This is an optimization exercise on Yosys and OpenROAD, whose aim is small area, a short achievable clock period and few clock cycles per item, not a production implementation.
No functional check of the RTL was part of this run.

==> flow/design.v <==
`timescale 1ns / 1ps
module fuzzylogicspeedcontroller(
    input clk,
    input rst,
    input start,
    input [7:0] R,
    input [7:0] C,
    output ready,
    output reg done,
    output reg [7:0] pw
    );
assign ready = 1'b1;
function lt6(input [5:0] x, input [5:0] y);    
  integer n; reg r;
  begin
    r = 1'b0;
    for (n = 0; n < 6; n = n + 1)
      r = x[n] ? (y[n] ? r : 1'b0) : (y[n] ? 1'b1 : r);
    lt6 = r;
  end
endfunction
function [5:0] min6(input [5:0] x, input [5:0] y);
  min6 = lt6(x, y) ? x : y;
endfunction
function [5:0] max6(input [5:0] x, input [5:0] y);
  max6 = lt6(x, y) ? y : x;
endfunction
reg v0;
reg [7:0] R0, C0;
always @(posedge clk) begin
  if (rst) v0 <= 1'b0; else v0 <= start;
  R0 <= R; C0 <= C;
end
reg [8:0] oldE;
wire [8:0] Ec = {1'b0, R0} + {1'b0, ~C0};
wire [8:0] dec = ({1'b0, R0} + {1'b0, ~C0} + ~oldE) ^ 9'h100;
reg v1;
reg [8:0] E1, de1;
always @(posedge clk) begin
  if (rst) begin v1 <= 1'b0; oldE <= 9'd0; end
  else begin v1 <= v0; if (v0) oldE <= Ec; end
  E1 <= Ec; de1 <= dec;
end
reg [1:0] ei; reg [5:0] ea, eb;
reg dj;       reg [5:0] dc, dd;
reg [4:0] te, td;
always @(*) begin
  te = 5'd0;
  if (E1 < 158) begin ei = 0; ea = 63; eb = 0; end
  else if (E1 < 190) begin te = E1[4:0] - 5'd30; ei = 0; ea = {~te, 1'b1}; eb = {te, 1'b0}; end
  else if (E1 < 213) begin ei = 0; ea = 0; eb = 63; end
  else if (E1 < 245) begin te = E1[4:0] - 5'd21; ei = 1; ea = {~te, 1'b1}; eb = {te + 5'd3, 1'b0}; end
  else if (E1 < 265) begin ei = 1; ea = 0; eb = 63; end
  else if (E1 < 297) begin te = E1[4:0] - 5'd9; ei = 2; ea = {~te, 1'b1}; eb = {te, 1'b0}; end
  else if (E1 < 320) begin ei = 2; ea = 0; eb = 63; end
  else if (E1 < 352) begin te = E1[4:0]; ei = 3; ea = {~te, 1'b1}; eb = {te, 1'b0}; end
  else begin ei = 3; ea = 0; eb = 63; end
  td = de1[4:0] - 5'd4;            
  if (de1 < 218) begin dj = 0; dc = 63; dd = 0; end
  else if (de1 < 250) begin td = de1[4:0] - 5'd26; dj = 0; dc = {~td, 1'b1}; dd = {td, 1'b0}; end
  else if (de1 == 250) begin dj = 0; dc = 63; dd = 63; end
  else if (de1 <= 260) begin dj = 0; dc = 0; dd = 63; end
  else if (de1 <= 265) begin dj = 1; dc = 0; dd = {td, 1'b0}; end
  else if (de1 < 292) begin dj = 1; dc = {~td, 1'b1}; dd = {td, 1'b0}; end
  else if (de1 == 292) begin dj = 1; dc = 63; dd = 63; end
  else begin dj = 1; dc = 0; dd = 63; end
end
reg v2;
reg [2:0] cs2;
reg [5:0] a2, b2, c2, d2, cd2;
always @(posedge clk) begin
  if (rst) v2 <= 1'b0; else v2 <= v1;
  cs2 <= {ei, dj}; a2 <= ea; b2 <= eb; c2 <= dc; d2 <= dd; cd2 <= max6(dc, dd);
end
reg [1:0] base;
reg [5:0] p0, r0, p1, r1, p2, r2, p3, r3, p4, r4;
always @(*) begin
  case (cs2)
    3'b000: begin base = 0; p0 = a2; r0 = cd2; p1 = b2; r1 = c2; p2 = b2; r2 = d2; p3 = 0;  r3 = 0;   p4 = 0;  r4 = 0;  end
    3'b001: begin base = 0; p0 = a2; r0 = cd2; p1 = 0;  r1 = 0;  p2 = b2; r2 = cd2; p3 = 0; r3 = 0;   p4 = 0;  r4 = 0;  end
    3'b010: begin base = 0; p0 = a2; r0 = c2;  p1 = 0;  r1 = 0;  p2 = a2; r2 = d2; p3 = b2; r3 = c2;  p4 = b2; r4 = d2; end
    3'b011: begin base = 1; p0 = a2; r0 = cd2; p1 = 0;  r1 = 0;  p2 = b2; r2 = c2; p3 = 0;  r3 = 0;   p4 = b2; r4 = d2; end
    3'b100: begin base = 1; p0 = a2; r0 = c2;  p1 = 0;  r1 = 0;  p2 = a2; r2 = d2; p3 = 0;  r3 = 0;   p4 = b2; r4 = cd2; end
    3'b101: begin base = 2; p0 = a2; r0 = c2;  p1 = 0;  r1 = 0;  p2 = a2; r2 = d2; p3 = b2; r3 = c2;  p4 = b2; r4 = d2; end
    3'b110: begin base = 3; p0 = a2; r0 = cd2; p1 = 0;  r1 = 0;  p2 = b2; r2 = cd2; p3 = 0; r3 = 0;   p4 = 0;  r4 = 0;  end
    default: begin base = 3; p0 = a2; r0 = c2; p1 = 0;  r1 = 0;  p2 = b2; r2 = cd2; p3 = a2; r3 = d2; p4 = 0;  r4 = 0;  end
  endcase
end
reg v3;
reg [1:0] base3;
reg [5:0] L0, L1, L2;
always @(posedge clk) begin
  if (rst) v3 <= 1'b0; else v3 <= v2;
  base3 <= base;
  L0 <= max6(min6(p0, r0), min6(p1, r1));
  L1 <= max6(min6(p2, r2), min6(p3, r3));
  L2 <= min6(p4, r4);
end
wire [7:0] x0 = {L0[5:1], {3{L0[0]}}};
wire [7:0] x1 = {L1[5:1], {3{L1[0]}}};
wire [7:0] x2 = {L2[5:1], {3{L2[0]}}};
wire [14:0] numc = {x1, 5'b0} + {x2, 6'b0} + {x2, 2'b0}
                 + (base3 != 2 ? x1 : 8'd0)
                 + (base3 == 1 || base3 == 2 ? {x1, 1'b0} : 9'd0)
                 + (base3 != 0 ? x2 : 8'd0)
                 - (base3 == 2 ? {x2, 1'b0} : 9'd0);
wire [9:0] denc = x0 + x1 + x2;
reg v4;
reg [1:0] base4;
reg [14:0] num4;
reg [9:0] den4;
always @(posedge clk) begin
  if (rst) v4 <= 1'b0; else v4 <= v3;
  base4 <= base3; num4 <= numc; den4 <= denc;
end
function [10:0] nrstep(input [10:0] p, input nb, input [9:0] den);
  reg [11:0] t;
  begin
    t = {p, nb} + ({2'b0, den} ^ {12{~p[10]}}) + {11'b0, ~p[10]};
    nrstep = t[10:0];
  end
endfunction
reg v5, v6, v7, v8, v9, v10;
reg [1:0] base5, base6, base7, base8, base9, base10;
reg [9:0] den5, den6, den7, den8, den9, den10;
reg [10:0] p5, p6, p7, p8, p9, p10;
reg [5:0] n5; reg [4:0] n6; reg [3:0] n7; reg [2:0] n8; reg [1:0] n9; reg n10;
reg [0:0] q6_; reg [1:0] q7_; reg [2:0] q8_; reg [3:0] q9_; reg [4:0] q10_;
wire [11:0] t5 = {3'b0, num4[14:6]} - {2'b0, den4};
always @(posedge clk) begin
  if (rst) begin v5 <= 0; v6 <= 0; v7 <= 0; v8 <= 0; v9 <= 0; v10 <= 0; end
  else begin v5 <= v4; v6 <= v5; v7 <= v6; v8 <= v7; v9 <= v8; v10 <= v9; end
  base5 <= base4; base6 <= base5; base7 <= base6; base8 <= base7; base9 <= base8; base10 <= base9;
  den5 <= den4; den6 <= den5; den7 <= den6; den8 <= den7; den9 <= den8; den10 <= den9;
  p5 <= t5[10:0];                 n5 <= num4[5:0];
  p6 <= nrstep(p5, n5[5], den5);  n6 <= n5[4:0];  q6_ <= ~p5[10];
  p7 <= nrstep(p6, n6[4], den6);  n7 <= n6[3:0];  q7_ <= {q6_, ~p6[10]};
  p8 <= nrstep(p7, n7[3], den7);  n8 <= n7[2:0];  q8_ <= {q7_, ~p7[10]};
  p9 <= nrstep(p8, n8[2], den8);  n9 <= n8[1:0];  q9_ <= {q8_, ~p8[10]};
  p10 <= nrstep(p9, n9[1], den9); n10 <= n9[0];   q10_ <= {q9_, ~p9[10]};
end
wire [10:0] p11 = nrstep(p10, n10, den10);
reg [7:0] wb;
always @(*) begin
  case (base10)
    2'd0: wb = 120;
    2'd1: wb = 153;
    2'd2: wb = 188;
    default: wb = 222;
  endcase
end
wire [7:0] pre0 = wb + {1'b0, q10_, ~p10[10], 1'b0};
wire [7:0] pre1 = wb + {1'b0, q10_, ~p10[10], 1'b1};
always @(posedge clk) begin
  if (rst) begin done <= 1'b0; pw <= 8'd0; end
  else begin
    done <= v10;
    if (v10) pw <= p11[10] ? pre0 : pre1;
  end
end
endmodule
==> flow/run.sh <==
#!/bin/bash
# synth_recipe.tcl (not shown) runs the flow's synth.tcl, then flattens the netlist and writes it again
# the make line also repeats each setting of config.mk as NAME=value (left out here)
make -C /OpenROAD-flow-scripts/flow DESIGN_CONFIG=/design/flow/config.mk WORK_HOME=/design/flow/orfs CLKGATE_MAP_FILE= SYNTH_SCRIPT=/design/flow/synth_recipe.tcl finish
==> flow/config.mk <==
export PLATFORM = sky130hd
export DESIGN_NAME = fuzzylogicspeedcontroller
export DESIGN_NICKNAME = fuzzylogicspeedcontroller
export VERILOG_FILES = /design/flow/design.v
export SDC_FILE = /design/flow/constraint.sdc
export NUM_CORES = 4
export LEC_CHECK = 0
export CAP_MARGIN = 20
export CORE_MARGIN = 2
export CORE_UTILIZATION = 40
export PLACE_DENSITY = 0.6
export SLEW_MARGIN = 20
==> flow/constraint.sdc <==
create_clock -name core_clock -period 10.0 [get_ports {clk}]
set_input_delay 2.0000 -clock core_clock [delete_from_list [all_inputs] [get_ports {clk}]]
set_output_delay 2.0000 -clock core_clock [all_outputs]
set_load 0.01 [all_outputs]
==> impl_metrics.env <==
export IMPL_outcome="no timing/DRC/antenna violations"
export IMPL_dieWidth_um=204
export IMPL_cts_sinks=317
export IMPL_maxCapViolCount=0
export IMPL_cts_root_buf="clkbuf_16"
export IMPL_crit_fanout=12
export IMPL_tns_ps=0
export IMPL_ys_seq_area_share_pct=39.8
export IMPL_slew_headroom_pct=32.1
export IMPL_postCtsSetupRepairBufs=0
export IMPL_die_y_um=204
export IMPL_drc=0
export IMPL_arrival_ps=5370
export IMPL_muxShareOfSynthArea_pct=4.45
export IMPL_critPathKind="reg2reg"
export IMPL_final_cell_mix="dfxtp_1, inv_1, ha_1, xnor2_1, a21oi_1"
export IMPL_synthXorXnorAreaFrac_pct=9.07
export IMPL_syn_inst=1607
export IMPL_synthAdderAreaFrac_pct=17.9
export IMPL_register_area_mm2=0.00635
export IMPL_ys_types=87
export IMPL_yosysWarnings=1
export IMPL_hold_viol_final=0
export IMPL_crit_path_start_kind="flop"
export IMPL_first_iter_violations=458
export IMPL_postLayoutSetupSlackWorst_ps=5030
export IMPL_numCtsBuffers=34
export IMPL_layout_drive_gt1_share_pct=6.51
export IMPL_start_util_pct=40.3
export IMPL_tritoncts="done"
export IMPL_dp_cells=2121
export IMPL_clock_latency_ps=530
export IMPL_synth_edf_count=0
export IMPL_syn_nets=1821
export IMPL_setup_viol=0
export IMPL_fin_cells=2183
export IMPL_route_final_wire_length_um=29700
export IMPL_grt_pass1_wl_um=50400
export IMPL_skew_ps=23.7
export IMPL_slew_violations=0
export IMPL_grt_overflow=0
export IMPL_clockBufferDepth=3
export IMPL_max_clock_freq_ghz=0.201
export IMPL_io_pin_count=29
export IMPL_final_common_cell="dfxtp_1"
export IMPL_synth_top_family_by_area="adder cells"
export IMPL_drtPass1Iterations=5
export IMPL_ys_flop_type="dfxtp_1"
export IMPL_finalCriticalPeriod_ps=4970
export IMPL_syn_area_mm2=0.0159
export IMPL_clk_pin_slew_worst_paths_ps=60
export IMPL_antenna_found_initial=1
export IMPL_tightestPinTransition_ps=1020
export IMPL_holdBufCountCts=0
export IMPL_fill_cells=3704
export IMPL_ys_ff_latch=317
export IMPL_grt_setup_unrepaired="no"
export IMPL_synth_compound_area_share_pct=14.6
export IMPL_hold_path_class="reg2reg"
export IMPL_io_buffers=27
export IMPL_grt_max_degree=41
export IMPL_worst_ep_required_time_ps=10410
export IMPL_yosys_area_share_simple_pct=9.29
export IMPL_track_usage_pct=14.7
export IMPL_antennaDiodeCount=0
export IMPL_synth_avg_cell_area_um2=9.92
export IMPL_multi_input_area_mm2=0.00882
export IMPL_place_gp_congestion=0.892
export IMPL_async_flop_share_pct=0
export IMPL_route_detailed_wl_per_inst_um=13.6
export IMPL_post_route_period_util_pct=49.7
export IMPL_ant_nets=0
export IMPL_hpwlAfterDp_um=22600
export IMPL_nets=1846
export IMPL_dp_slack_ps=5020
export IMPL_vias_per_cell=4.90
export IMPL_syn_to_final_growth_pct=11.8
export IMPL_core_mm2=0.0395
export IMPL_h_tree_depth=2
export IMPL_die_area_mm2=0.0415
export IMPL_num_vias=10700
export IMPL_rows=73
export IMPL_grt_pass1_vias=10600
export IMPL_cp_end_kind="flop"
export IMPL_cts_resized_gates=0
==> metrics by stage <==
stage	hold slack (ps)	util, %	cell area, µm²
2_1_floorplan	310	-	15900
3_3_place_gp	310	42.3	16700
3_5_place_dp	312	42.3	16700
4_1_cts	320	45.1	17800
5_1_grt	323	45.1	17800
6_report	320	45.1	17800
==> kinds of logic after synthesis <==
family	count (synthesis)
flops	317
simple gates	295
mux	68
other cells	1
xor+xnor	163
fa+ha+maj	202
buf+inv	199
compound gates	362
==> synthesized netlist by cell type (28+ instances only) <==
cell type  instances  area (µm²)
a21o_1            30         225
a21oi_1          127         636
dfxtp_1          317        6350
fa_1              44         881
ha_1             151        1890
inv_1            157         589
mux2i_1           51         510
nand2_1           60         225
nand2b_1          31         194
nor2_1            95         357
nor2b_1           29         181
o21ai_0           62         310
xnor2_1          134        1170
xor2_1            28         245
==> sequential cells by signal, indices dropped and copies added (netlist names), 11 cells and up <==
name and count:
p7 11, p8 11, p9 11, p5 11, num4 15, p6 11
p10 11
==> critical path, stage by stage, from the launching register on <==
cell and delay, ps:
dfxtp_1 330, inv_1 60, ha_1 330, and2_1 210
fa_1 490, inv_1 50, fa_1 510, fa_1 490
ha_1 350, ha_1 300, a21o_1 150, a21oi_1 220
o21bai_1 90, a21oi_1 240, o21bai_1 90, a21oi_1 210
nor2b_1 70, o21a_1 170, o21ai_0 150, nand2b_1 70
a21oi_1 170, xnor2_1 90
==> cell type report <==
type	count	share of cell area, %
inverter	158	3.33
clock buffer	46	5.43
clock inverter	16	0.829
tap	525	3.69
sequential	317	35.6
multi-input combinational	1091	49.5
timing repair buffer	30	1.61
==> metal layers <==
metal / part of all wire [%] / global-route usage (%)
met1: 45 / 18.1
met3: 3.4 / 2.48
met4: 1.9 / 4.12
met5: 0 / 0
met2: 49 / 26.3
==> final timing paths <==
kind	from	slack, ps	depth (start not counted)	to
max	base3[0]$_DFF_P_	5030	21	num4[14]$_DFF_P_
min	q9_[2]$_DFF_P_	320	0	q10_[3]$_DFF_P_
max reg2reg	base3[0]$_DFF_P_	5030	21	num4[14]$_DFF_P_
min reg2reg	q9_[2]$_DFF_P_	320	0	q10_[3]$_DFF_P_

port drivers added, routing unchanged:
No port has a modelled driver above. Below, the same layout with a new extraction and two added sets of constraints. Step 1, drivers: a clkbuf_16 drives clk and a buf_2 each remaining input, both assumed. Step 2 also shifts input and output timing later by t, the mid clock arrival at the registers, as if the neighbouring blocks saw the same clock. Slacks: ideal ports / drivers / drivers and shift; pairs: ideal ports / drivers.
t, ns: 0.569
slack for setup (ns): 5.034 / 5.034 / 5.034
worst setup path after step 2: register to register
latest minus earliest clock arrival (ns): 0.025 / 0.025
worst slew at a driven data input, ns: 0.03
After both steps this run still meets setup and hold. For this run, drivers alone change the setup slack by 0.000 ns; drivers and shift together by 0.000 ns.
